This design comes from an exercise in tuning for small area and a short achievable clock period on the open sky130 flow, not from production work.
The RTL was checked by simulation tests, not by an equivalence proof against the original design.

==> flow/design.v <==
module sigma_delta_dac_3rdorder(
  input clk,
  input reset_n,
  input [15:0] d,
  output reg q
);
reg  [21:0] ao;
reg  [23:0] lr;
reg  [22:0] fr;
reg         nf23;
wire        s = ~nf23;
wire [23:0] l = lr ^ 24'd0;
wire [22:0] f = fr ^ 23'h7fe000;
wire [21:0] a_in = { {5{nf23}}, d[15], ~d[15], d[14:0] };
wire [21:0] a_sum_p = ao ^ a_in;
wire [21:0] a_sum_g0 = ao & a_in;
wire a_sum_G1 = a_sum_g0[1] | (a_sum_p[1] & a_sum_g0[0]);
wire a_sum_G2 = a_sum_g0[3] | (a_sum_p[3] & a_sum_g0[2]);
wire a_sum_P2 = a_sum_p[3] & a_sum_p[2];
wire a_sum_G3 = a_sum_g0[5] | (a_sum_p[5] & a_sum_g0[4]);
wire a_sum_P3 = a_sum_p[5] & a_sum_p[4];
wire a_sum_G4 = a_sum_g0[7] | (a_sum_p[7] & a_sum_g0[6]);
wire a_sum_P4 = a_sum_p[7] & a_sum_p[6];
wire a_sum_G5 = a_sum_g0[9] | (a_sum_p[9] & a_sum_g0[8]);
wire a_sum_P5 = a_sum_p[9] & a_sum_p[8];
wire a_sum_G6 = a_sum_g0[11] | (a_sum_p[11] & a_sum_g0[10]);
wire a_sum_P6 = a_sum_p[11] & a_sum_p[10];
wire a_sum_G7 = a_sum_g0[13] | (a_sum_p[13] & a_sum_g0[12]);
wire a_sum_P7 = a_sum_p[13] & a_sum_p[12];
wire a_sum_G8 = a_sum_g0[15] | (a_sum_p[15] & a_sum_g0[14]);
wire a_sum_P8 = a_sum_p[15] & a_sum_p[14];
wire a_sum_G9 = a_sum_g0[17] | (a_sum_p[17] & a_sum_g0[16]);
wire a_sum_P9 = a_sum_p[17] & a_sum_p[16];
wire a_sum_G10 = a_sum_g0[19] | (a_sum_p[19] & a_sum_g0[18]);
wire a_sum_P10 = a_sum_p[19] & a_sum_p[18];
wire a_sum_G11 = a_sum_g0[21] | (a_sum_p[21] & a_sum_g0[20]);
wire a_sum_P11 = a_sum_p[21] & a_sum_p[20];
wire a_sum_G12 = a_sum_g0[2] | (a_sum_p[2] & a_sum_G1);
wire a_sum_G13 = a_sum_G2 | (a_sum_P2 & a_sum_G1);
wire a_sum_G14 = a_sum_g0[6] | (a_sum_p[6] & a_sum_G3);
wire a_sum_P14 = a_sum_p[6] & a_sum_P3;
wire a_sum_G15 = a_sum_G4 | (a_sum_P4 & a_sum_G3);
wire a_sum_P15 = a_sum_P4 & a_sum_P3;
wire a_sum_G16 = a_sum_g0[10] | (a_sum_p[10] & a_sum_G5);
wire a_sum_P16 = a_sum_p[10] & a_sum_P5;
wire a_sum_G17 = a_sum_G6 | (a_sum_P6 & a_sum_G5);
wire a_sum_P17 = a_sum_P6 & a_sum_P5;
wire a_sum_G18 = a_sum_g0[14] | (a_sum_p[14] & a_sum_G7);
wire a_sum_P18 = a_sum_p[14] & a_sum_P7;
wire a_sum_G19 = a_sum_G8 | (a_sum_P8 & a_sum_G7);
wire a_sum_P19 = a_sum_P8 & a_sum_P7;
wire a_sum_G20 = a_sum_g0[18] | (a_sum_p[18] & a_sum_G9);
wire a_sum_P20 = a_sum_p[18] & a_sum_P9;
wire a_sum_G21 = a_sum_G10 | (a_sum_P10 & a_sum_G9);
wire a_sum_P21 = a_sum_P10 & a_sum_P9;
wire a_sum_G22 = a_sum_g0[4] | (a_sum_p[4] & a_sum_G13);
wire a_sum_G23 = a_sum_G3 | (a_sum_P3 & a_sum_G13);
wire a_sum_G24 = a_sum_G14 | (a_sum_P14 & a_sum_G13);
wire a_sum_G25 = a_sum_G15 | (a_sum_P15 & a_sum_G13);
wire a_sum_G26 = a_sum_g0[12] | (a_sum_p[12] & a_sum_G17);
wire a_sum_P26 = a_sum_p[12] & a_sum_P17;
wire a_sum_G27 = a_sum_G7 | (a_sum_P7 & a_sum_G17);
wire a_sum_P27 = a_sum_P7 & a_sum_P17;
wire a_sum_G28 = a_sum_G18 | (a_sum_P18 & a_sum_G17);
wire a_sum_P28 = a_sum_P18 & a_sum_P17;
wire a_sum_G29 = a_sum_G19 | (a_sum_P19 & a_sum_G17);
wire a_sum_P29 = a_sum_P19 & a_sum_P17;
wire a_sum_G30 = a_sum_g0[20] | (a_sum_p[20] & a_sum_G21);
wire a_sum_P30 = a_sum_p[20] & a_sum_P21;
wire a_sum_G31 = a_sum_G11 | (a_sum_P11 & a_sum_G21);
wire a_sum_P31 = a_sum_P11 & a_sum_P21;
wire a_sum_G32 = a_sum_g0[8] | (a_sum_p[8] & a_sum_G25);
wire a_sum_G33 = a_sum_G5 | (a_sum_P5 & a_sum_G25);
wire a_sum_G34 = a_sum_G16 | (a_sum_P16 & a_sum_G25);
wire a_sum_G35 = a_sum_G17 | (a_sum_P17 & a_sum_G25);
wire a_sum_G36 = a_sum_G26 | (a_sum_P26 & a_sum_G25);
wire a_sum_G37 = a_sum_G27 | (a_sum_P27 & a_sum_G25);
wire a_sum_G38 = a_sum_G28 | (a_sum_P28 & a_sum_G25);
wire a_sum_G39 = a_sum_G29 | (a_sum_P29 & a_sum_G25);
wire a_sum_G40 = a_sum_g0[16] | (a_sum_p[16] & a_sum_G39);
wire a_sum_G41 = a_sum_G9 | (a_sum_P9 & a_sum_G39);
wire a_sum_G42 = a_sum_G20 | (a_sum_P20 & a_sum_G39);
wire a_sum_G43 = a_sum_G21 | (a_sum_P21 & a_sum_G39);
wire a_sum_G44 = a_sum_G30 | (a_sum_P30 & a_sum_G39);
wire a_sum_G45 = a_sum_G31 | (a_sum_P31 & a_sum_G39);
wire [22:0] a_sum;
assign a_sum[0] = a_sum_p[0];
assign a_sum[1] = a_sum_p[1] ^ a_sum_g0[0];
assign a_sum[2] = a_sum_p[2] ^ a_sum_G1;
assign a_sum[3] = a_sum_p[3] ^ a_sum_G12;
assign a_sum[4] = a_sum_p[4] ^ a_sum_G13;
assign a_sum[5] = a_sum_p[5] ^ a_sum_G22;
assign a_sum[6] = a_sum_p[6] ^ a_sum_G23;
assign a_sum[7] = a_sum_p[7] ^ a_sum_G24;
assign a_sum[8] = a_sum_p[8] ^ a_sum_G25;
assign a_sum[9] = a_sum_p[9] ^ a_sum_G32;
assign a_sum[10] = a_sum_p[10] ^ a_sum_G33;
assign a_sum[11] = a_sum_p[11] ^ a_sum_G34;
assign a_sum[12] = a_sum_p[12] ^ a_sum_G35;
assign a_sum[13] = a_sum_p[13] ^ a_sum_G36;
assign a_sum[14] = a_sum_p[14] ^ a_sum_G37;
assign a_sum[15] = a_sum_p[15] ^ a_sum_G38;
assign a_sum[16] = a_sum_p[16] ^ a_sum_G39;
assign a_sum[17] = a_sum_p[17] ^ a_sum_G40;
assign a_sum[18] = a_sum_p[18] ^ a_sum_G41;
assign a_sum[19] = a_sum_p[19] ^ a_sum_G42;
assign a_sum[20] = a_sum_p[20] ^ a_sum_G43;
assign a_sum[21] = a_sum_p[21] ^ a_sum_G44;
assign a_sum[22] = a_sum_G45;
wire [23:0] o2 = { 2'b00, ao };
wire [23:0] o3 = { 2'b11, s, nf23, nf23, s, {8{nf23}}, ~f[22:13] };
wire [23:0] x  = l ^ o2 ^ o3;
wire [23:0] y  = { (l[22:0] & o2[22:0]) | (l[22:0] & o3[22:0]) | (o2[22:0] & o3[22:0]), 1'b1 };
wire [23:0] l_sum_p = x ^ y;
wire [23:0] l_sum_g0 = x & y;
wire l_sum_G1 = l_sum_g0[1] | (l_sum_p[1] & l_sum_g0[0]);
wire l_sum_G2 = l_sum_g0[3] | (l_sum_p[3] & l_sum_g0[2]);
wire l_sum_P2 = l_sum_p[3] & l_sum_p[2];
wire l_sum_G3 = l_sum_g0[5] | (l_sum_p[5] & l_sum_g0[4]);
wire l_sum_P3 = l_sum_p[5] & l_sum_p[4];
wire l_sum_G4 = l_sum_g0[7] | (l_sum_p[7] & l_sum_g0[6]);
wire l_sum_P4 = l_sum_p[7] & l_sum_p[6];
wire l_sum_G5 = l_sum_g0[9] | (l_sum_p[9] & l_sum_g0[8]);
wire l_sum_P5 = l_sum_p[9] & l_sum_p[8];
wire l_sum_G6 = l_sum_g0[11] | (l_sum_p[11] & l_sum_g0[10]);
wire l_sum_P6 = l_sum_p[11] & l_sum_p[10];
wire l_sum_G7 = l_sum_g0[13] | (l_sum_p[13] & l_sum_g0[12]);
wire l_sum_P7 = l_sum_p[13] & l_sum_p[12];
wire l_sum_G8 = l_sum_g0[15] | (l_sum_p[15] & l_sum_g0[14]);
wire l_sum_P8 = l_sum_p[15] & l_sum_p[14];
wire l_sum_G9 = l_sum_g0[17] | (l_sum_p[17] & l_sum_g0[16]);
wire l_sum_P9 = l_sum_p[17] & l_sum_p[16];
wire l_sum_G10 = l_sum_g0[19] | (l_sum_p[19] & l_sum_g0[18]);
wire l_sum_P10 = l_sum_p[19] & l_sum_p[18];
wire l_sum_G11 = l_sum_g0[21] | (l_sum_p[21] & l_sum_g0[20]);
wire l_sum_P11 = l_sum_p[21] & l_sum_p[20];
wire l_sum_G12 = l_sum_g0[23] | (l_sum_p[23] & l_sum_g0[22]);
wire l_sum_P12 = l_sum_p[23] & l_sum_p[22];
wire l_sum_G13 = l_sum_g0[2] | (l_sum_p[2] & l_sum_G1);
wire l_sum_G14 = l_sum_G2 | (l_sum_P2 & l_sum_G1);
wire l_sum_G15 = l_sum_g0[6] | (l_sum_p[6] & l_sum_G3);
wire l_sum_P15 = l_sum_p[6] & l_sum_P3;
wire l_sum_G16 = l_sum_G4 | (l_sum_P4 & l_sum_G3);
wire l_sum_P16 = l_sum_P4 & l_sum_P3;
wire l_sum_G17 = l_sum_g0[10] | (l_sum_p[10] & l_sum_G5);
wire l_sum_P17 = l_sum_p[10] & l_sum_P5;
wire l_sum_G18 = l_sum_G6 | (l_sum_P6 & l_sum_G5);
wire l_sum_P18 = l_sum_P6 & l_sum_P5;
wire l_sum_G19 = l_sum_g0[14] | (l_sum_p[14] & l_sum_G7);
wire l_sum_P19 = l_sum_p[14] & l_sum_P7;
wire l_sum_G20 = l_sum_G8 | (l_sum_P8 & l_sum_G7);
wire l_sum_P20 = l_sum_P8 & l_sum_P7;
wire l_sum_G21 = l_sum_g0[18] | (l_sum_p[18] & l_sum_G9);
wire l_sum_P21 = l_sum_p[18] & l_sum_P9;
wire l_sum_G22 = l_sum_G10 | (l_sum_P10 & l_sum_G9);
wire l_sum_P22 = l_sum_P10 & l_sum_P9;
wire l_sum_G23 = l_sum_g0[22] | (l_sum_p[22] & l_sum_G11);
wire l_sum_P23 = l_sum_p[22] & l_sum_P11;
wire l_sum_G24 = l_sum_G12 | (l_sum_P12 & l_sum_G11);
wire l_sum_P24 = l_sum_P12 & l_sum_P11;
wire l_sum_G25 = l_sum_g0[4] | (l_sum_p[4] & l_sum_G14);
wire l_sum_G26 = l_sum_G3 | (l_sum_P3 & l_sum_G14);
wire l_sum_G27 = l_sum_G15 | (l_sum_P15 & l_sum_G14);
wire l_sum_G28 = l_sum_G16 | (l_sum_P16 & l_sum_G14);
wire l_sum_G29 = l_sum_g0[12] | (l_sum_p[12] & l_sum_G18);
wire l_sum_P29 = l_sum_p[12] & l_sum_P18;
wire l_sum_G30 = l_sum_G7 | (l_sum_P7 & l_sum_G18);
wire l_sum_P30 = l_sum_P7 & l_sum_P18;
wire l_sum_G31 = l_sum_G19 | (l_sum_P19 & l_sum_G18);
wire l_sum_P31 = l_sum_P19 & l_sum_P18;
wire l_sum_G32 = l_sum_G20 | (l_sum_P20 & l_sum_G18);
wire l_sum_P32 = l_sum_P20 & l_sum_P18;
wire l_sum_G33 = l_sum_g0[20] | (l_sum_p[20] & l_sum_G22);
wire l_sum_P33 = l_sum_p[20] & l_sum_P22;
wire l_sum_G34 = l_sum_G11 | (l_sum_P11 & l_sum_G22);
wire l_sum_P34 = l_sum_P11 & l_sum_P22;
wire l_sum_G35 = l_sum_G23 | (l_sum_P23 & l_sum_G22);
wire l_sum_P35 = l_sum_P23 & l_sum_P22;
wire l_sum_G36 = l_sum_G24 | (l_sum_P24 & l_sum_G22);
wire l_sum_P36 = l_sum_P24 & l_sum_P22;
wire l_sum_G37 = l_sum_g0[8] | (l_sum_p[8] & l_sum_G28);
wire l_sum_G38 = l_sum_G5 | (l_sum_P5 & l_sum_G28);
wire l_sum_G39 = l_sum_G17 | (l_sum_P17 & l_sum_G28);
wire l_sum_G40 = l_sum_G18 | (l_sum_P18 & l_sum_G28);
wire l_sum_G41 = l_sum_G29 | (l_sum_P29 & l_sum_G28);
wire l_sum_G42 = l_sum_G30 | (l_sum_P30 & l_sum_G28);
wire l_sum_G43 = l_sum_G31 | (l_sum_P31 & l_sum_G28);
wire l_sum_G44 = l_sum_G32 | (l_sum_P32 & l_sum_G28);
wire l_sum_G45 = l_sum_g0[16] | (l_sum_p[16] & l_sum_G44);
wire l_sum_G46 = l_sum_G9 | (l_sum_P9 & l_sum_G44);
wire l_sum_G47 = l_sum_G21 | (l_sum_P21 & l_sum_G44);
wire l_sum_G48 = l_sum_G22 | (l_sum_P22 & l_sum_G44);
wire l_sum_G49 = l_sum_G33 | (l_sum_P33 & l_sum_G44);
wire l_sum_G50 = l_sum_G34 | (l_sum_P34 & l_sum_G44);
wire l_sum_G51 = l_sum_G35 | (l_sum_P35 & l_sum_G44);
wire l_sum_G52 = l_sum_G36 | (l_sum_P36 & l_sum_G44);
wire [24:0] l_sum;
assign l_sum[0] = l_sum_p[0];
assign l_sum[1] = l_sum_p[1] ^ l_sum_g0[0];
assign l_sum[2] = l_sum_p[2] ^ l_sum_G1;
assign l_sum[3] = l_sum_p[3] ^ l_sum_G13;
assign l_sum[4] = l_sum_p[4] ^ l_sum_G14;
assign l_sum[5] = l_sum_p[5] ^ l_sum_G25;
assign l_sum[6] = l_sum_p[6] ^ l_sum_G26;
assign l_sum[7] = l_sum_p[7] ^ l_sum_G27;
assign l_sum[8] = l_sum_p[8] ^ l_sum_G28;
assign l_sum[9] = l_sum_p[9] ^ l_sum_G37;
assign l_sum[10] = l_sum_p[10] ^ l_sum_G38;
assign l_sum[11] = l_sum_p[11] ^ l_sum_G39;
assign l_sum[12] = l_sum_p[12] ^ l_sum_G40;
assign l_sum[13] = l_sum_p[13] ^ l_sum_G41;
assign l_sum[14] = l_sum_p[14] ^ l_sum_G42;
assign l_sum[15] = l_sum_p[15] ^ l_sum_G43;
assign l_sum[16] = l_sum_p[16] ^ l_sum_G44;
assign l_sum[17] = l_sum_p[17] ^ l_sum_G45;
assign l_sum[18] = l_sum_p[18] ^ l_sum_G46;
assign l_sum[19] = l_sum_p[19] ^ l_sum_G47;
assign l_sum[20] = l_sum_p[20] ^ l_sum_G48;
assign l_sum[21] = l_sum_p[21] ^ l_sum_G49;
assign l_sum[22] = l_sum_p[22] ^ l_sum_G50;
assign l_sum[23] = l_sum_p[23] ^ l_sum_G51;
assign l_sum[24] = l_sum_G52;
wire [4:0]  fh = { s, f[22:19] } + { nf23, nf23, nf23, nf23, 1'b1 };
wire [23:0] fc = { fh, f[18:0] };
wire [23:0] xs = { 1'b0, x[23:1] };
wire [23:0] ys = { 1'b0, y[23:1] };
wire [23:0] s1 = fc ^ xs ^ ys;
wire [23:0] c1 = (fc & xs) | (fc & ys) | (xs & ys);
wire [23:0] c1s = { c1[22:0], x[0] };
wire [23:0] t_p = s1 ^ c1s;
wire [23:0] t_g0 = s1 & c1s;
wire t_G1 = t_g0[1] | (t_p[1] & t_g0[0]);
wire t_G2 = t_g0[3] | (t_p[3] & t_g0[2]);
wire t_P2 = t_p[3] & t_p[2];
wire t_G3 = t_g0[5] | (t_p[5] & t_g0[4]);
wire t_P3 = t_p[5] & t_p[4];
wire t_G4 = t_g0[7] | (t_p[7] & t_g0[6]);
wire t_P4 = t_p[7] & t_p[6];
wire t_G5 = t_g0[9] | (t_p[9] & t_g0[8]);
wire t_P5 = t_p[9] & t_p[8];
wire t_G6 = t_g0[11] | (t_p[11] & t_g0[10]);
wire t_P6 = t_p[11] & t_p[10];
wire t_G7 = t_g0[13] | (t_p[13] & t_g0[12]);
wire t_P7 = t_p[13] & t_p[12];
wire t_G8 = t_g0[15] | (t_p[15] & t_g0[14]);
wire t_P8 = t_p[15] & t_p[14];
wire t_G9 = t_g0[17] | (t_p[17] & t_g0[16]);
wire t_P9 = t_p[17] & t_p[16];
wire t_G10 = t_g0[19] | (t_p[19] & t_g0[18]);
wire t_P10 = t_p[19] & t_p[18];
wire t_G11 = t_g0[21] | (t_p[21] & t_g0[20]);
wire t_P11 = t_p[21] & t_p[20];
wire t_G12 = t_g0[23] | (t_p[23] & t_g0[22]);
wire t_P12 = t_p[23] & t_p[22];
wire t_G13 = t_g0[2] | (t_p[2] & t_G1);
wire t_G14 = t_G2 | (t_P2 & t_G1);
wire t_G15 = t_g0[6] | (t_p[6] & t_G3);
wire t_P15 = t_p[6] & t_P3;
wire t_G16 = t_G4 | (t_P4 & t_G3);
wire t_P16 = t_P4 & t_P3;
wire t_G17 = t_g0[10] | (t_p[10] & t_G5);
wire t_P17 = t_p[10] & t_P5;
wire t_G18 = t_G6 | (t_P6 & t_G5);
wire t_P18 = t_P6 & t_P5;
wire t_G19 = t_g0[14] | (t_p[14] & t_G7);
wire t_P19 = t_p[14] & t_P7;
wire t_G20 = t_G8 | (t_P8 & t_G7);
wire t_P20 = t_P8 & t_P7;
wire t_G21 = t_g0[18] | (t_p[18] & t_G9);
wire t_P21 = t_p[18] & t_P9;
wire t_G22 = t_G10 | (t_P10 & t_G9);
wire t_P22 = t_P10 & t_P9;
wire t_G23 = t_g0[22] | (t_p[22] & t_G11);
wire t_P23 = t_p[22] & t_P11;
wire t_G24 = t_G12 | (t_P12 & t_G11);
wire t_P24 = t_P12 & t_P11;
wire t_G25 = t_g0[4] | (t_p[4] & t_G14);
wire t_G26 = t_G3 | (t_P3 & t_G14);
wire t_G27 = t_G15 | (t_P15 & t_G14);
wire t_G28 = t_G16 | (t_P16 & t_G14);
wire t_G29 = t_g0[12] | (t_p[12] & t_G18);
wire t_P29 = t_p[12] & t_P18;
wire t_G30 = t_G7 | (t_P7 & t_G18);
wire t_P30 = t_P7 & t_P18;
wire t_G31 = t_G19 | (t_P19 & t_G18);
wire t_P31 = t_P19 & t_P18;
wire t_G32 = t_G20 | (t_P20 & t_G18);
wire t_P32 = t_P20 & t_P18;
wire t_G33 = t_g0[20] | (t_p[20] & t_G22);
wire t_P33 = t_p[20] & t_P22;
wire t_G34 = t_G11 | (t_P11 & t_G22);
wire t_P34 = t_P11 & t_P22;
wire t_G35 = t_G23 | (t_P23 & t_G22);
wire t_P35 = t_P23 & t_P22;
wire t_G36 = t_G24 | (t_P24 & t_G22);
wire t_P36 = t_P24 & t_P22;
wire t_G37 = t_g0[8] | (t_p[8] & t_G28);
wire t_G38 = t_G5 | (t_P5 & t_G28);
wire t_G39 = t_G17 | (t_P17 & t_G28);
wire t_G40 = t_G18 | (t_P18 & t_G28);
wire t_G41 = t_G29 | (t_P29 & t_G28);
wire t_G42 = t_G30 | (t_P30 & t_G28);
wire t_G43 = t_G31 | (t_P31 & t_G28);
wire t_G44 = t_G32 | (t_P32 & t_G28);
wire t_G45 = t_g0[16] | (t_p[16] & t_G44);
wire t_G46 = t_G9 | (t_P9 & t_G44);
wire t_G47 = t_G21 | (t_P21 & t_G44);
wire t_G48 = t_G22 | (t_P22 & t_G44);
wire t_G49 = t_G33 | (t_P33 & t_G44);
wire t_G50 = t_G34 | (t_P34 & t_G44);
wire t_G51 = t_G35 | (t_P35 & t_G44);
wire t_G52 = t_G36 | (t_P36 & t_G44);
wire [24:0] t;
assign t[0] = t_p[0];
assign t[1] = t_p[1] ^ t_g0[0];
assign t[2] = t_p[2] ^ t_G1;
assign t[3] = t_p[3] ^ t_G13;
assign t[4] = t_p[4] ^ t_G14;
assign t[5] = t_p[5] ^ t_G25;
assign t[6] = t_p[6] ^ t_G26;
assign t[7] = t_p[7] ^ t_G27;
assign t[8] = t_p[8] ^ t_G28;
assign t[9] = t_p[9] ^ t_G37;
assign t[10] = t_p[10] ^ t_G38;
assign t[11] = t_p[11] ^ t_G39;
assign t[12] = t_p[12] ^ t_G40;
assign t[13] = t_p[13] ^ t_G41;
assign t[14] = t_p[14] ^ t_G42;
assign t[15] = t_p[15] ^ t_G43;
assign t[16] = t_p[16] ^ t_G44;
assign t[17] = t_p[17] ^ t_G45;
assign t[18] = t_p[18] ^ t_G46;
assign t[19] = t_p[19] ^ t_G47;
assign t[20] = t_p[20] ^ t_G48;
assign t[21] = t_p[21] ^ t_G49;
assign t[22] = t_p[22] ^ t_G50;
assign t[23] = t_p[23] ^ t_G51;
assign t[24] = t_G52;
always @(negedge reset_n or posedge clk)
  if (!reset_n) begin
    ao   <= 22'h200000;
    lr   <= 24'd0;
    fr   <= 23'h7fe000;
    nf23 <= 1'b1;
    q    <= 1'b0;
  end else begin
    ao   <= a_sum[21:0];
    lr   <= l_sum[23:0] ^ 24'd0;
    fr   <= t[22:0] ^ 23'h7fe000;
    nf23 <= ~(t[23] ^ l_sum[23] ^ l_sum[24]);
    q    <= nf23;
  end
endmodule
==> flow/flow/run.sh <==
#!/bin/bash
# The standard layout (standard.sh) with changes to how it is made:
#  - clock tree synthesis with its own options (below), without dummy loads;
#  - port buffers of the smallest buffer cell (every port still gets one);
#  - extra make settings: 
# Each tool's full output is in the ORFS logs under orfs/logs; make's own
# output is in standard.log.
bash standard.sh \
  "CTS_ARGS=-sink_clustering_enable -repair_clock_nets -buf_list sky130_fd_sc_hd__clkbuf_8 -dont_use_dummy_load" \
  "BUFFER_PORTS_ARGS=-buffer_cell sky130_fd_sc_hd__buf_1" \
   \
  finish > standard.log 2>&1
==> flow/standard.sh <==
#!/bin/bash
# synth_recipe.tcl (not shown) runs the flow's synth.tcl, then flattens the netlist and writes it again
# the make line also repeats each setting of config.mk as NAME=value (left out here)
make -C /OpenROAD-flow-scripts/flow DESIGN_CONFIG=/design/flow/config.mk WORK_HOME=/design/flow/orfs CLKGATE_MAP_FILE= SYNTH_SCRIPT=/design/flow/synth_recipe.tcl "${@:-finish}"
==> flow/config.mk <==
export PLATFORM = sky130hd
export DESIGN_NAME = sigma_delta_dac_3rdorder
export DESIGN_NICKNAME = sigma_delta_dac_3rdorder
export VERILOG_FILES = /design/flow/design.v
export SDC_FILE = /design/flow/constraint.sdc
export NUM_CORES = 4
export LEC_CHECK = 0
export CAP_MARGIN = 20
export CORE_MARGIN = 2
export CORE_UTILIZATION = 55
export SETUP_SLACK_MARGIN = 3.6
export SLEW_MARGIN = 20
export TNS_END_PERCENT = 0
==> flow/constraint.sdc <==
create_clock -name core_clock -period 7.0 [get_ports {clk}]
set_input_delay 1.4000 -clock core_clock [delete_from_list [all_inputs] [get_ports {clk}]]
set_output_delay 1.4000 -clock core_clock [all_outputs]
set_load 0.01 [all_outputs]
==> results of run 1 <==
[cells by family (layout without fill, tap and decap cells)]
logic type / Yosys count / count (layout) / synth area share [%]
adder cells (fa/ha/maj): 130 / 130 / 37.4
buffers and inverters: 75 / 107 / 5.05
AO/OA/AOI/OAI: 95 / 95 / 10.9
AND/OR/NAND/NOR: 74 / 74 / 6.15
flip-flops: 71 / 71 / 32.1
multiplexers: 1 / 1 / 0.180
XOR/XNOR: 52 / 52 / 8.17
[what timing repair did]
item / CTS / global route
pin swaps: 10 / 5
hold buffers: 0 / 0
setup buffers: 5 / 0
endpoints found under the setup margin: 16 / 26
resized for setup: 11 / 7
[per-layer routing]
layer  up-vias  track usage [%]  part of all wire [%]
met5         -                0                     0
met4         0             7.62                   1.8
met3        19             5.49                   3.7
met2        52             34.0                    46
met1      1695             32.3                    48
li1       1703                -                     -
[worst max-delay path by stage]
stage          cells past startpoint  endpoint   start
2_1_floorplan                     10      nf23    nf23
3_3_place_gp                      10      nf23    nf23
3_5_place_dp                      10      nf23    nf23
4_1_cts                           10     fr[9]   ao[2]
5_1_grt                           11     fr[9]  fr[14]
6_report                          11     fr[9]  fr[14]
[layout make-up]
class / instances / area share, %
Clock buffer: 9 / 2.04
Inverter: 75 / 4.63
Multi-Input combinational cell: 352 / 59.0
Sequential cell: 71 / 29.6
Tap cell: 133 / 2.74
Timing Repair Buffer: 23 / 2.00
[cell usage in the layout (no fill, tap or decap), drive strengths merged, types with 4 or more instances in the layout]
cell    netlist  final
inv          75     75
ha           69     69
fa           61     61
dfrtp        59     59
a21oi        37     37
xor2         27     27
xnor2        25     25
nand2        23     23
buf           0     23
nor2         22     22
o21ai        19     19
a21o         12     12
dfstp        12     12
clkbuf        0      9
nand4         5      5
nor3          5      5
o211ai        5      5
nand2b        4      4
a21boi        4      4
[Yosys cell counts]
| cell | number |
|---|---|
| a211oi_1 | 2 |
| a21boi_0 | 4 |
| a21o_1 | 11 |
| a21o_2 | 1 |
| a21oi_1 | 37 |
| a221oi_1 | 1 |
| a31oi_2 | 1 |
| a41oi_1 | 1 |
| and2_1 | 3 |
| dfrtp_1 | 59 |
| dfstp_2 | 12 |
| fa_1 | 61 |
| ha_1 | 69 |
| inv_1 | 75 |
| mux2i_1 | 1 |
| nand2_1 | 23 |
| nand2b_1 | 4 |
| nand3_1 | 3 |
| nand3b_1 | 2 |
| nand4_1 | 5 |
| nor2_1 | 22 |
| nor2b_1 | 2 |
| nor3_1 | 5 |
| o2111ai_2 | 1 |
| o211ai_1 | 3 |
| o211ai_2 | 2 |
| o21a_1 | 2 |
| o21ai_0 | 19 |
| o21ba_2 | 2 |
| o21bai_1 | 3 |
| o22ai_1 | 1 |
| o2bb2ai_1 | 1 |
| o311ai_0 | 1 |
| o31ai_1 | 1 |
| o41a_1 | 1 |
| or2_2 | 2 |
| or3_1 | 3 |
| xnor2_1 | 25 |
| xor2_1 | 27 |
[state kept, by name, indices dropped and copies added (netlist names)]
register,cells
lr,24
fr,23
nf23,1
q,1
ao,22
[critical path, cell delays in order, from the launching register on]
cell and delay (ns):
dfstp_2 0.56, fa_1 0.44, fa_1 0.45, ha_2 0.19, fa_2 0.38, a211oi_4 0.27
o21ai_1 0.11, and2_1 0.20, nand2_1 0.07, nand2_1 0.07, fa_1 0.44, xor2_1 0.15
==> flow_summary_export.csv, run 1 <==
group,metric,value,unit
routing,drc,0,
global_route,grt_pass1_vias,3783,
routing,totalWireLength,10400,um
logic_synthesis,synth.distinct_cells,39,
clocking,cts_tree,"yes",
place,place_inst,649,
global_route,grt_use_total,22.6,%
cells_and_area,instances_no_fill,663,
sta,worstMarginPinSlew,0.915,ns
clocking,clkLatencyLatePin,0.37,ns
cells_and_area,fill_cells,857,
sta,setup_viol,0,
worst_setup_path,arrival,3.69,ns
logic_synthesis,synth_cells,498,
worst_hold_path,holdPathStages,1,
logic_synthesis,synth_area,5580,sq um
floorplanning,io_pins,19,
cells_and_area,postLayoutCoreUtil,61.9,%
logic_synthesis,syn_area_per_cell,11.2,sq um
place,post-place-ws,3.23,ns
worst_setup_path,cp-end-kind,"register",
routing,vias,3469,
sta,fin_skew,0.0108,ns
worst_setup_path,cp_max_fo,3,
logic_synthesis,synth_top_area_share,26.5,%
clocking,clk_pin_slew,0.07,ns
global_route,grt_pass1_wl,18700,um
place,gp_congestion,0.774,
place,dp_hpwl,8230,um
routing,first_pass_iters,4,
cells_and_area,fin_area,6070,sq um
sta,fin_tns_setup,0,ns
logic_synthesis,yosys_warnings,1,
place,placed_area,5830,sq um
logic_synthesis,syn-num-nets,646,
worst_setup_path,criticalPathCategory,"register to register",
worst_hold_path,hold_class,"register to register",
sta,fin_ws,3.57,ns
cells_and_area,seq_area,1800,sq um
sta,whs,0.568,ns
cells_and_area,drive_above_1_share,9.06,%
place,io_buffers,18,
routing,drtAntennaViolNets,0,
cells_and_area,num_antenna_cells,0,
worst_setup_path,r2r_cells,11,
sta,min_period,3.43,ns
floorplanning,dieArea,11000,sq um
worst_setup_path,cp.required,7.26,ns
clocking,cts_buffers,9,
worst_setup_path,timing.rr.start,"fr[14]",
sta,rsz0062_at_grt,"true",
clocking,cts-root-buf,"clkbuf_8",
global_route,antenna_found_initial,0,
sta,fin_crit_sh,49.0,%
clocking,cts_sinks,71,
global_route,grt_max_degree,72,
cells_and_area,areaGrowthSynthToFinish,8.95,%
routing,routedWlPerCell,15.7,um
logic_synthesis,synth_seq_cells,71,
cells_and_area,finalNetCount,680,
sta,fmax,291,MHz
routing,routed_via_density,5.23,
floorplanning,fp.coreArea,9820,sq um
routing,drt_iter0_markers,108,
clocking,htree_levels,3,
logic_synthesis,synth_top_area_cell,"dfrtp_1",
logic_synthesis,synth_top_cells_by_area,"dfrtp_1 (26%), fa_1 (22%), ha_1 (15%)",
run_status,status,"no timing/DRC/antenna violations",
floorplanning,initial_utilization,56.8,%
global_route,grt-ovfl-total,0,
sta,max-slew-margin-rel,39.0,%
clocking,max-clock-path-buffers,2,
worst_setup_path,start_kind,"register",
flow_run,maxCapViolCount,0,
floorplanning,die_w,105,um
sta,slew_violations,0,
logic_synthesis,seq_area_frac_synth,32.1,%
cells_and_area,multi_input_area,3590,sq um
worst_setup_path,r2r_slack,3.57,ns
worst_setup_path,r2r_end,"fr[9]",
floorplanning,die_h,105,um
sta,hold_viol,0,
worst_hold_path,hold_start,"ao[0]",
floorplanning,rows,36,
worst_hold_path,hold_end,"ao[0]",
==> run 2: changes to the inputs <==
--- a/flow/config.mk
+++ b/flow/config.mk
@@ -9,4 +9,4 @@
 export CORE_MARGIN = 2
-export CORE_UTILIZATION = 55
-export SETUP_SLACK_MARGIN = 3.6
+export CORE_UTILIZATION = 60
+export SETUP_SLACK_MARGIN = 3.5
 export SLEW_MARGIN = 20
==> flow_summary_export.csv, run 2 <==
group,metric,value,unit
run_status,status,"no timing/DRC/antenna violations",
cells_and_area,layout.cells.most_common_list,"inv_1 (75), ha_1 (67), dfrtp_1 (59)",
global_route,antenna_found_initial,0,
floorplanning,initial_utilization,61.2,%
clocking,cts-root-buf,"clkbuf_8",
cells_and_area,layout_commonest_cell,"inv_1",
cells_and_area,largest_register_ffs,24,
routing,drt_iter0_markers,105,
logic_synthesis,synth_edf_count,0,
place,dp_hpwl,7890,um
floorplanning,io_pins,19,
floorplanning,fp.coreArea,9110,sq um
flow_run,maxCapViolCount,0,
floorplanning,die_w,100,um
worst_setup_path,cp-end-kind,"register",
global_route,grt-ovfl-total,0,
floorplanning,die_h,100,um
worst_setup_path,cp.required,7.27,ns
logic_synthesis,synth_cells,498,
logic_synthesis,synth_top_area_share,26.5,%
sta,slew_violations,0,
clocking,clkLatencyLatePin,0.34,ns
worst_hold_path,holdPathStages,1,
cells_and_area,finalNetCount,686,
worst_setup_path,r2r_cells,11,
routing,routed_via_density,5.39,
worst_setup_path,cp_slowest_cell,"dfstp_4",
logic_synthesis,ys_dominant_reg_cell,"dfrtp_1",
place,io_buffers,18,
routing,drtAntennaViolNets,0,
cells_and_area,drive_above_1_share,11.0,%
floorplanning,rows,35,
clocking,htree_levels,3,
sta,fin_skew,0.0156,ns
global_route,grt_use_total,22.7,%
worst_setup_path,start_kind,"register",
logic_synthesis,yosys_warnings,1,
routing,vias,3490,
worst_setup_path,arrival,3.78,ns
logic_synthesis,synth_area,5580,sq um
place,gp_congestion,0.812,
logic_synthesis,synth_most_common_cell,"inv_1",
global_route,grt_pass1_wl,17600,um
cells_and_area,top_regs,"lr x24, fr x23, ao x22",
logic_synthesis,synth_top_cells_by_area,"dfrtp_1 (26%), fa_1 (22%), ha_1 (15%)",
sta,min_period,3.51,ns
routing,first_pass_iters,4,
sta,fin_crit_sh,50.1,%
sta,setup_viol,0,
clocking,cts_sinks,71,
worst_hold_path,hold_class,"register to register",
logic_synthesis,syn-num-nets,646,
sta,fin_tns_setup,0,ns
routing,totalWireLength,10000,um
clocking,cts_buffers,9,
worst_setup_path,cp_max_fo,7,
clocking,max-clock-path-buffers,2,
worst_setup_path,path_cells,"fa_2 > fa_1 > ha_4 > buf_4 > a21o_1 > a221oi_4 > a21oi_2 > o21ai_2 > a21boi_2 > o211ai_1 > xnor2_1",
sta,max-slew-margin-rel,40.5,%
cells_and_area,regMostFlops,"lr",
cells_and_area,num_antenna_cells,0,
place,post-place-ws,2.96,ns
logic_synthesis,synth_top_area_cell,"dfrtp_1",
sta,worstMarginPinSlew,0.893,ns
logic_synthesis,synth_seq_cells,71,
worst_setup_path,slowest_delay,0.68,ns
cells_and_area,areaGrowthSynthToFinish,9.76,%
global_route,grt_pass1_vias,3753,
sta,rsz0062_at_grt,"true",
routing,routedWlPerCell,15.5,um
routing,drc,0,
sta,fin_ws,3.49,ns
sta,fmax,285,MHz
floorplanning,dieArea,10100,sq um
logic_synthesis,syn_area_per_cell,11.2,sq um
logic_synthesis,async_flop_share,100,%
cells_and_area,postLayoutCoreUtil,67.2,%
global_route,grt_max_degree,72,
logic_synthesis,synth_common_cells,"inv_1 (75), ha_1 (69), fa_1 (61), dfrtp_1 (59), a21oi_1 (37)",
logic_synthesis,seq_area_frac_synth,32.1,%
logic_synthesis,synth.distinct_cells,39,
sta,hold_viol,0,
clocking,cts_tree,"yes",
worst_setup_path,criticalPathCategory,"register to register",
clocking,clk_pin_slew,0.07,ns
==> run 2: cell count changes in the layout (fill, tap and decap cells not counted), moves of 2 or more <==
cell / delta
ha_4: +2
fa_1: -3
o21ai_1: +4
o21ai_0: -3
fa_2: +3
buf_4: +7
==> run 2: timing repair <==
item	in CTS	in global routing
hold buffers	0	0
buffers inserted	6	5
resized for setup	17	14
pin swaps	14	10
setup endpoints to repair	17	17
cloned	0	0
==> run 2: worst paths after layout <==
kind	from	endpoint	slack, ns
worst max-delay path	nf23	nf23	3.49
worst min-delay path	ao[0]	ao[0]	0.54
worst max register to register	nf23	nf23	3.49
worst min register to register	ao[0]	ao[0]	0.54
max in group asynchronous	reset_n	fr[5]	5.23
min in group asynchronous	reset_n	ao[3]	1.18
==> run 2: kinds of logic after synthesis <==
kind of cell / Yosys count / synth area share, %
flip-flops: 71 / 32.1
XOR/XNOR: 52 / 8.17
buffers and inverters: 75 / 5.05
AO/OA/AOI/OAI: 95 / 10.9
AND/OR/NAND/NOR: 74 / 6.15
adder cells (fa/ha/maj): 130 / 37.4
multiplexers: 1 / 0.180
==> run 2: cell type report <==
cell class / instances / area, sq um
multi-input cells: 352 / 3630
fillers: 729 / 2990
flip-flops and latches: 71 / 1800
inverters: 75 / 282
repair buffers: 29 / 154
well taps: 111 / 139
clock buffers: 9 / 124
==> run 2: stage by stage <==
step	cell area [sq um]	hold slack [ns]	instances
after CTS	6010	0.549	642
after floorplan	5580	0.507	498
after detailed placement	5790	0.533	627
after global placement	5790	0.535	627
final	6120	0.538	647
after global routing	6120	0.590	647
==> run 2: metal layers <==
layer / GRT usage [%] / part of all wire [%]
met1: 33.2 / 49
met2: 35.7 / 48
met3: 3.83 / 1.9
met4: 5.90 / 1.2
met5: 0 / 0
==> run 2: critical path: cells and delay by family (launching register included) <==
family	cells	cell delay, ns
adders and majority gates	3	1.34
xor gates and xnor gates	1	0.14
AOI/OAI and AO/OA	6	1.15
DFF	1	0.68
buffers and inverters	1	0.14
==> run 3: changes to the inputs <==
--- a/flow/config.mk
+++ b/flow/config.mk
@@ -10,3 +10,3 @@
 export CORE_UTILIZATION = 60
-export SETUP_SLACK_MARGIN = 3.5
+export SETUP_SLACK_MARGIN = 3.7
 export SLEW_MARGIN = 20
==> flow_summary_export.csv, run 3 <==
group,metric,value,unit
place,gp_congestion,0.809,
worst_hold_path,hold_class,"register to register",
logic_synthesis,synth_top_area_cell,"dfrtp_1",
routing,vias,3490,
global_route,grt_max_degree,72,
cells_and_area,postLayoutCoreUtil,66.6,%
worst_setup_path,criticalPathCategory,"register to register",
logic_synthesis,synth_top_area_share,26.5,%
clocking,cts_hold_buf,0,
worst_setup_path,cp_max_fo,3,
routing,drt_iter0_markers,124,
routing,totalWireLength,10300,um
worst_setup_path,arrival,3.73,ns
cells_and_area,fill_cells,736,
logic_synthesis,synth_common_cells,"inv_1 (75), ha_1 (69), fa_1 (61), dfrtp_1 (59), a21oi_1 (37)",
sta,setup_viol,0,
cells_and_area,drive_above_1_share,10.2,%
run_status,status,"no timing/DRC/antenna violations",
floorplanning,fp.coreArea,9110,sq um
logic_synthesis,synth_cells,498,
routing,first_pass_iters,4,
sta,worstMarginPinSlew,0.925,ns
place,io_buffers,18,
worst_setup_path,slowest_delay,0.54,ns
place,dp_hpwl,8250,um
global_route,grt_pass1_vias,3743,
sta,fmax,286,MHz
cells_and_area,num_antenna_cells,0,
cells_and_area,top_regs,"lr x24, fr x23, ao x22",
clocking,htree_levels,3,
sta,fin_ws,3.50,ns
logic_synthesis,yosys_warnings,1,
logic_synthesis,synth_area,5580,sq um
routing,routedWlPerCell,16.0,um
sta,fin_skew,0.0211,ns
floorplanning,die_h,100,um
logic_synthesis,synth_most_common_cell,"inv_1",
cells_and_area,largest_register_ffs,24,
floorplanning,initial_utilization,61.2,%
clocking,clk_pin_slew,0.07,ns
floorplanning,dieArea,10100,sq um
worst_setup_path,path_cells,"fa_1 > fa_1 > ha_2 > fa_2 > a211oi_4 > o21ai_2 > and2_1 > nand2_1 > nand2_1 > fa_2 > xor2_1",
clocking,cts-root-buf,"clkbuf_8",
logic_synthesis,ys_dominant_reg_cell,"dfrtp_1",
routing,routed_via_density,5.43,
global_route,grt_pass1_wl,17800,um
clocking,max-clock-path-buffers,2,
worst_setup_path,cp-end-kind,"register",
sta,hold_viol,0,
sta,slew_violations,0,
clocking,cts_buffers,9,
routing,drtAntennaViolNets,0,
routing,drc,0,
sta,rsz0062_at_grt,"true",
global_route,grt-ovfl-total,0,
logic_synthesis,synth.distinct_cells,39,
cells_and_area,finalNetCount,682,
sta,fin_tns_setup,0,ns
place,post-place-ws,3.12,ns
logic_synthesis,synth_edf_count,0,
clocking,clkLatencyLatePin,0.35,ns
flow_run,maxCapViolCount,0,
worst_setup_path,r2r_slack,3.50,ns
sta,min_period,3.50,ns
logic_synthesis,synth_top_cells_by_area,"dfrtp_1 (26%), fa_1 (22%), ha_1 (15%)",
floorplanning,rows,35,
logic_synthesis,async_flop_share,100,%
sta,fin_crit_sh,49.9,%
clocking,cts_sinks,71,
logic_synthesis,syn-num-nets,646,
logic_synthesis,seq_area_frac_synth,32.1,%
worst_setup_path,cp_slowest_cell,"dfstp_2",
cells_and_area,layout_commonest_cell,"inv_1",
clocking,cts_tree,"yes",
global_route,grt_use_total,23.1,%
sta,max-slew-margin-rel,38.3,%
floorplanning,die_w,100,um
worst_setup_path,cp.required,7.24,ns
cells_and_area,regMostFlops,"lr",
cells_and_area,areaGrowthSynthToFinish,8.84,%
global_route,antenna_found_initial,0,
worst_setup_path,start_kind,"register",
logic_synthesis,syn_area_per_cell,11.2,sq um
cells_and_area,layout.cells.most_common_list,"inv_1 (75), ha_1 (68), dfrtp_1 (59)",
logic_synthesis,synth_seq_cells,71,
floorplanning,io_pins,19,
[run 3: logic make-up after synthesis]
group | after synthesis | share of synthesized area, %
adder cells (fa/ha/maj) | 130 | 37.4
AO/OA/AOI/OAI | 95 | 10.9
buffers and inverters | 75 | 5.05
AND/OR/NAND/NOR | 74 | 6.15
flip-flops | 71 | 32.1
XOR/XNOR | 52 | 8.17
multiplexers | 1 | 0.180
[run 3: critical path: cells and delay by family, from the launching register on]
kind | cells | cell delay, ns
DFF | 1 | 0.54
adders and majority gates | 5 | 1.89
xor gates and xnor gates | 1 | 0.15
and+or+nand+nor | 3 | 0.36
AOI/OAI and AO/OA | 2 | 0.45
[run 3: path summary, 6_finish.rpt]
path,from,to,cells after the start
max in group asynchronous,reset_n,ao[6],1
min reg2reg,ao[0],ao[0],1
max,fr[14],fr[9],11
max reg2reg,fr[14],fr[9],11
min,ao[0],ao[0],1
min in group asynchronous,reset_n,fr[0],1
[run 3: stage by stage]
| stage | hold slack, ns | instances | cell area (sq um) |
|---|---|---|---|
| floorplan | 0.507 | 498 | 5600 |
| global placement | 0.563 | 627 | 5810 |
| detailed placement | 0.558 | 627 | 5810 |
| CTS | 0.575 | 642 | 6020 |
| global route | 0.608 | 643 | 6070 |
| finish | 0.559 | 643 | 6070 |
[run 3: per-layer routing]
layer | GRT usage [%] | part of all wire, % | up-vias
met1 | 32.6 | 48 | 1727
met3 | 3.97 | 2.8 | 14
met4 | 6.11 | 1.2 | 0
met5 | 0 | 0 | -
met2 | 37.6 | 48 | 37
li1 | - | - | 1712
[run 3: final cells by class]
class | instances | area [sq um] | area share, %
clock buffer | 9 | 124 | 2.04
inverter | 75 | 282 | 4.64
multi-input combinational | 352 | 3590 | 59.2
sequential | 71 | 1800 | 29.6
tap | 111 | 139 | 2.29
timing repair buffer | 25 | 136 | 2.25
[run 3: timing repair]
action	4_1_cts	5_1_grt
pin swaps	12	11
setup endpoints to repair	26	29
resized for setup	9	10
buffers inserted	6	1
==> run 4: changes to the inputs <==
--- a/flow/config.mk
+++ b/flow/config.mk
@@ -10,3 +10,3 @@
 export CORE_UTILIZATION = 60
-export SETUP_SLACK_MARGIN = 3.7
+export SETUP_SLACK_MARGIN = 3.65
 export SLEW_MARGIN = 20
==> flow_summary_export.csv, run 4 <==
group,metric,value,unit
worst_hold_path,holdPathStages,1,
sta,fmax,288,MHz
sta,rsz0062_at_grt,"true",
logic_synthesis,synth_cells,498,
clocking,cts_tree,"yes",
cells_and_area,top_regs,"lr x24, fr x23, ao x22",
worst_setup_path,cp_max_fo,3,
sta,fin_tns_setup,0,ns
cells_and_area,num_antenna_cells,0,
logic_synthesis,yosys_warnings,1,
worst_setup_path,cp-end-kind,"register",
sta,whs,0.567,ns
flow_run,maxCapViolCount,0,
sta,max-slew-margin-rel,38.3,%
place,gp_congestion,0.782,
cells_and_area,instances_no_fill,648,
routing,drtAntennaViolNets,0,
routing,vias,3493,
clocking,max-clock-path-buffers,2,
routing,first_pass_iters,4,
floorplanning,dieArea,10100,sq um
worst_setup_path,criticalPathCategory,"register to register",
sta,slew_violations,0,
logic_synthesis,synth_top_cells_by_area,"dfrtp_1 (26%), fa_1 (22%), ha_1 (15%)",
worst_setup_path,cp.required,7.25,ns
clocking,cts-root-buf,"clkbuf_8",
global_route,antenna_found_initial,0,
floorplanning,die_h,100,um
cells_and_area,regMostFlops,"lr",
logic_synthesis,seq_area_frac_synth,32.1,%
cells_and_area,drive_above_1_share,10.4,%
cells_and_area,seq_area,1800,sq um
logic_synthesis,synth_edf_count,0,
worst_setup_path,arrival,3.72,ns
global_route,grt_pass1_vias,3741,
place,place_inst,627,
logic_synthesis,syn-num-nets,646,
floorplanning,fp.coreArea,9110,sq um
worst_setup_path,start_kind,"register",
cells_and_area,fill_cells,720,
place,io_buffers,18,
clocking,clk_pin_slew,0.08,ns
clocking,clkLatencyLatePin,0.35,ns
sta,min_period,3.47,ns
worst_hold_path,hold_class,"register to register",
cells_and_area,areaGrowthSynthToFinish,9.11,%
logic_synthesis,ys_dominant_reg_cell,"dfrtp_1",
floorplanning,initial_utilization,61.2,%
logic_synthesis,synth.distinct_cells,39,
routing,drt_iter0_markers,89,
logic_synthesis,synth_top_area_cell,"dfrtp_1",
logic_synthesis,synth_common_cells,"inv_1 (75), ha_1 (69), fa_1 (61), dfrtp_1 (59), a21oi_1 (37)",
cells_and_area,layout.cells.most_common_list,"inv_1 (75), ha_1 (68), fa_1 (59), dfrtp_1 (59), a21oi_1 (36)",
logic_synthesis,async_flop_share,100,%
cells_and_area,layout_commonest_cell,"inv_1",
logic_synthesis,synth_top_area_share,26.5,%
global_route,grt_pass1_wl,17900,um
routing,routed_via_density,5.39,
floorplanning,die_w,100,um
clocking,cts_sinks,71,
global_route,grt_max_degree,72,
run_status,status,"no timing/DRC/antenna violations",
global_route,grt-ovfl-total,0,
routing,totalWireLength,10300,um
sta,setup_viol,0,
worst_setup_path,r2r_cells,12,
floorplanning,io_pins,19,
clocking,cts_buffers,9,
clocking,cts_hold_buf,0,
global_route,grt_use_total,23.4,%
sta,hold_viol,0,
cells_and_area,multi_input_area,3570,sq um
cells_and_area,largest_register_ffs,24,
place,dp_hpwl,8160,um
routing,drc,0,
sta,fin_crit_sh,49.5,%
logic_synthesis,synth_seq_cells,71,
sta,fin_skew,0.0257,ns
floorplanning,rows,35,
logic_synthesis,synth_area,5580,sq um
logic_synthesis,synth_most_common_cell,"inv_1",
logic_synthesis,syn_area_per_cell,11.2,sq um
routing,routedWlPerCell,15.9,um
sta,worstMarginPinSlew,0.926,ns
clocking,htree_levels,3,
cells_and_area,finalNetCount,687,
## run 4: cell families (layout without fill, tap and decap cells)
kind of cell / after synthesis / after routing / share of synthesized area, %
AO/OA/AOI/OAI: 95 / 95 / 10.9
XOR/XNOR: 52 / 52 / 8.17
adder cells (fa/ha/maj): 130 / 130 / 37.4
buffers and inverters: 75 / 114 / 5.05
flip-flops: 71 / 71 / 32.1
multiplexers: 1 / 1 / 0.180
AND/OR/NAND/NOR: 74 / 74 / 6.15
## run 4: cell type report
| class | instances | share of cell area (%) |
|---|---|---|
| multi-input combinational | 352 | 58.7 |
| timing repair buffer | 30 | 2.86 |
| clock buffer | 9 | 2.04 |
| sequential | 71 | 29.5 |
| tap | 111 | 2.28 |
| inverter | 75 | 4.63 |
## run 4: per-layer routing
layer / part of all wire (%) / GRT usage [%] / vias to the layer above
met5: 0 / 0 / -
met4: 1.8 / 6.43 / 0
met3: 3.0 / 4.67 / 15
met2: 48 / 37.4 / 40
met1: 48 / 32.8 / 1716
li1: - / - / 1722
## run 4: final timing paths
kind | slack [ns] | from | to
worst min register to register | 0.57 | ao[0] | ao[0]
min in group asynchronous | 1.16 | reset_n | fr[0]
worst min-delay path | 0.57 | ao[0] | ao[0]
max in group asynchronous | 5.19 | reset_n | lr[20]
worst max register to register | 3.53 | fr[14] | fr[19]
worst max-delay path | 3.53 | fr[14] | fr[19]
## run 4: metrics by stage
stage          cell area, sq um  setup WS (ns)  util, %
3_5_place_dp               5810           3.17     63.7
6_report                   6080           3.53     66.8
3_3_place_gp               5810           3.22     63.7
5_1_grt                    6080           3.36     66.8
4_1_cts                    6070           3.51     66.7
2_1_floorplan              5600           3.63        -
## run 4: timing repair
| item | 4_1_cts | 5_1_grt |
|---|---|---|
| pin swaps | 13 | 5 |
| gates resized for setup | 13 | 3 |
| buffers inserted | 12 | 0 |
| setup endpoints to repair | 24 | 28 |
| gates cloned | 0 | 0 |
## run 4: worst max-delay path: stages (launching register included)
cell and delay (ns):
dfstp_2 0.55, fa_1 0.45, fa_1 0.46, ha_2 0.19, fa_2 0.37, a211oi_4 0.30, nor3_2 0.08, o21ai_2 0.18
a21oi_2 0.10, nor2_2 0.20, o21bai_1 0.12, a21oi_1 0.18, xor2_1 0.18
==> run 5: changes to the inputs <==
--- a/flow/config.mk
+++ b/flow/config.mk
@@ -7,7 +7,7 @@
 export LEC_CHECK = 0
-export CAP_MARGIN = 20
+export CAP_MARGIN = 0
 export CORE_MARGIN = 2
 export CORE_UTILIZATION = 60
-export SETUP_SLACK_MARGIN = 3.65
-export SLEW_MARGIN = 20
+export SETUP_SLACK_MARGIN = 3.6
+export SLEW_MARGIN = 0
 export TNS_END_PERCENT = 0
==> flow_summary_export.csv, run 5 <==
group,metric,value,unit
logic_synthesis,ys_dominant_reg_cell,"dfrtp_1",
sta,fin_tns_setup,0,ns
cells_and_area,fill_cells,739,
logic_synthesis,yosys_warnings,1,
cells_and_area,num_antenna_cells,0,
routing,routedWlPerCell,16.4,um
sta,fin_ws,3.60,ns
cells_and_area,drive_above_1_share,10.5,%
sta,rsz0062_at_grt,"true",
clocking,cts_buffers,9,
floorplanning,initial_utilization,61.2,%
logic_synthesis,synth_top_cells_by_area,"dfrtp_1 (26%), fa_1 (22%), ha_1 (15%)",
sta,fin_skew,0.0130,ns
flow_run,maxCapViolCount,0,
worst_setup_path,criticalPathCategory,"register to register",
cells_and_area,layout.cells.most_common_list,"inv_1 (75), ha_1 (66), fa_1 (59), dfrtp_1 (59), a21oi_1 (34)",
clocking,cts_sinks,71,
worst_setup_path,arrival,3.68,ns
sta,fin_crit_sh,48.6,%
floorplanning,die_w,100,um
routing,drtAntennaViolNets,0,
cells_and_area,top_regs,"lr x24, fr x23, ao x22",
worst_setup_path,r2r_slack,3.60,ns
worst_setup_path,cp-startpoint,"nf23",
floorplanning,die_h,100,um
run_status,status,"no timing/DRC/antenna violations",
place,io_buffers,18,
worst_setup_path,timing.rr.start,"nf23",
global_route,grt-ovfl-total,0,
worst_setup_path,cp_max_fo,4,
place,post-place-ws,3.17,ns
cells_and_area,finalNetCount,681,
place,gp_congestion,0.835,
sta,max-slew-margin-rel,34.5,%
worst_setup_path,cp_slowest_cell,"dfstp_4",
global_route,antenna_found_initial,0,
worst_setup_path,path_cells,"fa_1 > fa_1 > ha_1 > and2_1 > a221oi_4 > a21oi_4 > o21ai_4 > a21boi_2 > o211ai_1 > xnor2_1",
worst_setup_path,critPathTopFamily,"adder cells",
logic_synthesis,synth_most_common_cell,"inv_1",
worst_setup_path,start_kind,"register",
routing,totalWireLength,10500,um
global_route,grt_max_degree,72,
sta,fmax,294,MHz
worst_setup_path,cp-end-kind,"register",
global_route,grt_pass1_vias,3749,
clocking,cts_hold_buf,0,
sta,hold_viol,0,
clocking,max-clock-path-buffers,2,
worst_hold_path,hold_class,"register to register",
sta,worstMarginPinSlew,0.983,ns
worst_setup_path,crit_path_frequent_cell,"fa_1",
logic_synthesis,synth_area,5580,sq um
worst_setup_path,cp.required,7.28,ns
sta,whs,0.549,ns
logic_synthesis,synth_edf_count,0,
place,dp_hpwl,8370,um
clocking,clkLatencyLatePin,0.35,ns
clocking,cts-root-buf,"clkbuf_8",
cells_and_area,regMostFlops,"lr",
floorplanning,dieArea,10100,sq um
logic_synthesis,syn_area_per_cell,11.2,sq um
clocking,clk_pin_slew,0.08,ns
global_route,grt_pass1_wl,17900,um
logic_synthesis,synth_top_area_cell,"dfrtp_1",
floorplanning,io_pins,19,
routing,drt_iter0_markers,72,
clocking,cts_tree,"yes",
place,place_inst,627,
logic_synthesis,syn-num-nets,646,
routing,drc,0,
worst_setup_path,crit_buf_inv,0,
sta,slew_violations,0,
cells_and_area,largest_register_ffs,24,
worst_hold_path,hold_start,"ao[0]",
sta,min_period,3.40,ns
routing,first_pass_iters,6,
routing,routed_via_density,5.44,
clocking,htree_levels,3,
logic_synthesis,async_flop_share,100,%
logic_synthesis,synth_seq_cells,71,
floorplanning,rows,35,
global_route,grt_use_total,23.6,%
floorplanning,fp.coreArea,9110,sq um
cells_and_area,layout_commonest_cell,"inv_1",
logic_synthesis,synth_cells,498,
cells_and_area,instances_no_fill,642,
sta,setup_viol,0,
logic_synthesis,synth.distinct_cells,39,
logic_synthesis,synth_top_area_share,26.5,%
worst_setup_path,slowest_delay,0.68,ns
routing,vias,3494,
cells_and_area,areaGrowthSynthToFinish,9.38,%
logic_synthesis,synth_common_cells,"inv_1 (75), ha_1 (69), fa_1 (61), dfrtp_1 (59), a21oi_1 (37)",
logic_synthesis,seq_area_frac_synth,32.1,%
==> run 5: changes by cell type in the layout (fill, tap and decap cells not counted), moves of 2 or more <==
cell	previous run	this run
ha_1	68	66
buf_4	12	5
a21oi_1	36	34
ha_4	0	2
==> run 5: stage by stage <==
stage               area [sq um]  utilization [%]
floorplan                   5590                -
global placement            5800             63.7
detailed placement          5800             63.7
CTS                         6050             66.4
global route                6100             67.0
finish                      6100             67.0
==> run 5: worst register-to-register path, stage by stage (launching register included) <==
cell and delay [ns]:
dfstp_4 0.68, fa_1 0.47, fa_1 0.48, ha_1 0.37
and2_1 0.22, a221oi_4 0.36, a21oi_4 0.13, o21ai_4 0.19
a21boi_2 0.08, o211ai_1 0.21, xnor2_1 0.14
==> run 5: path summary, 6_finish.rpt <==
path	to	depth (start not counted)
setup / recovery	nf23	10
hold / removal	ao[0]	1
setup reg to reg	nf23	10
hold reg to reg	ao[0]	1
max in group asynchronous	fr[6]	1
min in group asynchronous	ao[7]	1
==> run 5: per-layer routing <==
metal | part of all wire [%] | GRT usage [%]
met1 | 48 | 33.8
met2 | 46 | 36.4
met3 | 3.0 | 5.15
met4 | 2.2 | 7.06
met5 | 0 | 0
==> run 5: kinds of logic after synthesis <==
kind of cell	after synthesis	share of synthesized area [%]
AOI/OAI and AO/OA	95	10.9
xor gates and xnor gates	52	8.17
and+or+nand+nor	74	6.15
adders and majority gates	130	37.4
muxes	1	0.180
DFF	71	32.1
buffers and inverters	75	5.05
==> run 5: repair_timing <==
item / in CTS / in global routing
resized for setup: 21 / 8
pin swaps: 12 / 6
setup buffers: 6 / 0
setup endpoints to repair: 15 / 18
==> run 5: cell type report <==
class	count	area, sq um	area share (%)
clock buffer	9	124	2.03
inverter	75	282	4.62
multi-input combinational	352	3630	59.5
sequential	71	1800	29.4
tap	111	139	2.28
timing repair buffer	24	129	2.11
==> run 6: changes to the inputs <==
--- a/flow/flow/run.sh
+++ b/flow/flow/run.sh
@@ -4,3 +4,3 @@
 #  - port buffers of the smallest buffer cell (every port still gets one);
-#  - extra make settings: 
+#  - extra make settings: SKIP_LAST_GASP=1
 # Each tool's full output is in the ORFS logs under orfs/logs; make's own
@@ -10,3 +10,3 @@
   "BUFFER_PORTS_ARGS=-buffer_cell sky130_fd_sc_hd__buf_1" \
-   \
+  SKIP_LAST_GASP=1 \
   finish > standard.log 2>&1
--- a/flow/config.mk
+++ b/flow/config.mk
@@ -7,3 +7,3 @@
 export LEC_CHECK = 0
-export CAP_MARGIN = 0
+export CAP_MARGIN = 20
 export CORE_MARGIN = 2
@@ -11,3 +11,3 @@
 export SETUP_SLACK_MARGIN = 3.6
-export SLEW_MARGIN = 0
+export SLEW_MARGIN = 20
 export TNS_END_PERCENT = 0
==> flow_summary_export.csv, run 6 <==
group,metric,value,unit
run_status,status,"no timing/DRC/antenna violations",
global_route,grt_pass1_wl,17900,um
logic_synthesis,async_flop_share,100,%
floorplanning,die_h,100,um
logic_synthesis,synth_edf_count,0,
routing,drtAntennaViolNets,0,
worst_setup_path,cp.required,7.28,ns
worst_setup_path,r2r_end,"nf23",
global_route,grt-ovfl-total,0,
floorplanning,initial_utilization,61.2,%
sta,fin_skew,0.0130,ns
logic_synthesis,ys_dominant_reg_cell,"dfrtp_1",
worst_setup_path,arrival,3.68,ns
routing,totalWireLength,10500,um
floorplanning,io_pins,19,
clocking,clkLatencyLatePin,0.35,ns
sta,whs,0.549,ns
global_route,grt_use_total,23.6,%
cells_and_area,areaGrowthSynthToFinish,9.38,%
worst_setup_path,cp_max_fo,4,
floorplanning,fp.coreArea,9110,sq um
worst_setup_path,timing.rr.start,"nf23",
sta,worstMarginPinSlew,0.905,ns
cells_and_area,top_regs,"lr x24, fr x23, ao x22",
sta,min_period,3.40,ns
worst_setup_path,start_kind,"register",
sta,fin_ws,3.60,ns
worst_setup_path,cp-startpoint,"nf23",
routing,first_pass_iters,6,
floorplanning,dieArea,10100,sq um
cells_and_area,largest_register_ffs,24,
worst_setup_path,cp-end-kind,"register",
place,post-place-ws,3.17,ns
clocking,htree_levels,3,
global_route,antenna_found_initial,0,
sta,setup_viol,0,
cells_and_area,fin_area,6100,sq um
logic_synthesis,syn_area_per_cell,11.2,sq um
logic_synthesis,synth_area,5580,sq um
logic_synthesis,synth_cells,498,
clocking,cts_tree,"yes",
cells_and_area,drive_above_1_share,10.5,%
place,placed_area,5800,sq um
place,gp_congestion,0.835,
logic_synthesis,synth_top_area_share,26.5,%
flow_run,maxCapViolCount,0,
sta,fmax,294,MHz
cells_and_area,instances_no_fill,642,
floorplanning,rows,35,
worst_setup_path,criticalPathCategory,"register to register",
clocking,cts-root-buf,"clkbuf_8",
cells_and_area,postLayoutCoreUtil,67.0,%
logic_synthesis,syn-num-nets,646,
logic_synthesis,synth_common_cells,"inv_1 (75), ha_1 (69), fa_1 (61), dfrtp_1 (59), a21oi_1 (37)",
logic_synthesis,synth_seq_cells,71,
sta,slew_violations,0,
global_route,grt_pass1_vias,3749,
place,place_inst,627,
cells_and_area,regMostFlops,"lr",
cells_and_area,num_antenna_cells,0,
logic_synthesis,synth.distinct_cells,39,
logic_synthesis,synth_most_common_cell,"inv_1",
logic_synthesis,yosys_warnings,1,
worst_hold_path,hold_start,"ao[0]",
cells_and_area,finalNetCount,681,
logic_synthesis,synth_top_area_cell,"dfrtp_1",
routing,drt_iter0_markers,72,
sta,rsz0062_at_grt,"true",
global_route,grt_max_degree,72,
clocking,cts_hold_buf,0,
routing,routed_via_density,5.44,
logic_synthesis,synth_top_cells_by_area,"dfrtp_1 (26%), fa_1 (22%), ha_1 (15%)",
worst_setup_path,r2r_cells,10,
worst_hold_path,hold_class,"register to register",
clocking,cts_buffers,9,
clocking,clk_pin_slew,0.08,ns
sta,hold_viol,0,
cells_and_area,layout.cells.most_common_list,"inv_1 (75), ha_1 (66), fa_1 (59), dfrtp_1 (59), a21oi_1 (34)",
logic_synthesis,seq_area_frac_synth,32.1,%
routing,routedWlPerCell,16.4,um
clocking,cts_sinks,71,
place,io_buffers,18,
routing,vias,3494,
worst_setup_path,r2r_slack,3.60,ns
routing,drc,0,
sta,max-slew-margin-rel,39.6,%
sta,fin_tns_setup,0,ns
clocking,max-clock-path-buffers,2,
place,dp_hpwl,8370,um
cells_and_area,layout_commonest_cell,"inv_1",
worst_setup_path,critPathCapture,"nf23",
floorplanning,die_w,100,um
sta,fin_crit_sh,48.6,%
-- run 6: changes by cell type in the layout (fill, tap and decap cells not counted), sizes merged --
cell / before / now
clkbuf: 10 / 9
buf: 23 / 24
-- run 6: what timing repair did --
item                                   in CTS  in global routing
pin swaps                                  12                  6
endpoints found under the hold margin       0                  0
setup endpoints to repair                  15                 18
gates resized for setup                    21                  8
setup buffers                               6                  0
-- run 6: layout make-up --
cell class	instances	area (sq um)
Clock buffer	9	124
Fill cell	739	3010
Timing Repair Buffer	24	129
Sequential cell	71	1800
Inverter	75	282
Multi-Input combinational cell	352	3630
Tap cell	111	139
-- run 6: critical path: stages, from the launching register on --
cell,delay [ns]
dfstp_4,0.68
fa_1,0.47
fa_1,0.48
ha_1,0.37
and2_1,0.22
a221oi_4,0.36
a21oi_4,0.13
o21ai_4,0.18
a21boi_2,0.08
o211ai_1,0.21
xnor2_1,0.14
-- run 6: cell families after synthesis --
logic type	synth area share, %
and+or+nand+nor	6.15
DFF	32.1
xor gates and xnor gates	8.17
adders and majority gates	37.4
buffers and inverters	5.05
muxes	0.180
AOI/OAI and AO/OA	10.9
-- run 6: per-layer routing --
metal / vias up / GRT usage [%] / routed length (um)
met5: - / 0 / 0
met3: 15 / 5.15 / 319
met1: 1723 / 33.8 / 5080
met2: 54 / 36.4 / 4880
met4: 0 / 7.06 / 233
li1: 1702 / - / -
-- run 6: worst min-delay path by stage --
stage                 end  depth (start not counted)
detailed placement  ao[0]                          1
global route        ao[0]                          1
floorplan           ao[0]                          1
finish              ao[0]                          1
global placement    ao[0]                          1
CTS                 ao[0]                          1

-- afterwards: timing with drivers on the ports --
The flow's constraints put no driver on any port. The routed layouts listed below were extracted and timed again, unchanged, in two steps.
Step 1 assumes that a clkbuf_16 drives the clock port and a buf_2 every other input.
Step 2, shift: input delay + t, output delay - t, t = (earliest + latest rising clock arrival at the registers) / 2. This alone moves slack from input paths to output paths.
Three values: ideal ports, drivers, drivers and shift; two values: the first two.
| run | shift t [ns] | slack for setup (ns) | slew at the worst register clock pin (ns) |
|---|---|---|---|
| run 1 | 0.401 | 3.568 / 3.568 / 3.303 | 0.07 / 0.07 |
| run 2 | 0.368 | 3.493 / 3.493 / 3.310 | 0.08 / 0.08 |
| run 3 | 0.370 | 3.505 / 3.505 / 3.224 | 0.07 / 0.07 |
| run 4 | 0.372 | 3.532 / 3.532 / 3.179 | 0.08 / 0.08 |
| run 5 | 0.376 | 3.597 / 3.597 / 3.304 | 0.08 / 0.08 |
| run 6 | 0.376 | 3.597 / 3.597 / 3.304 | 0.08 / 0.08 |
After both steps every run listed still meets setup and hold. For run 4, which loses most, drivers alone change the setup slack by 0.000 ns; drivers and shift together by -0.353 ns.
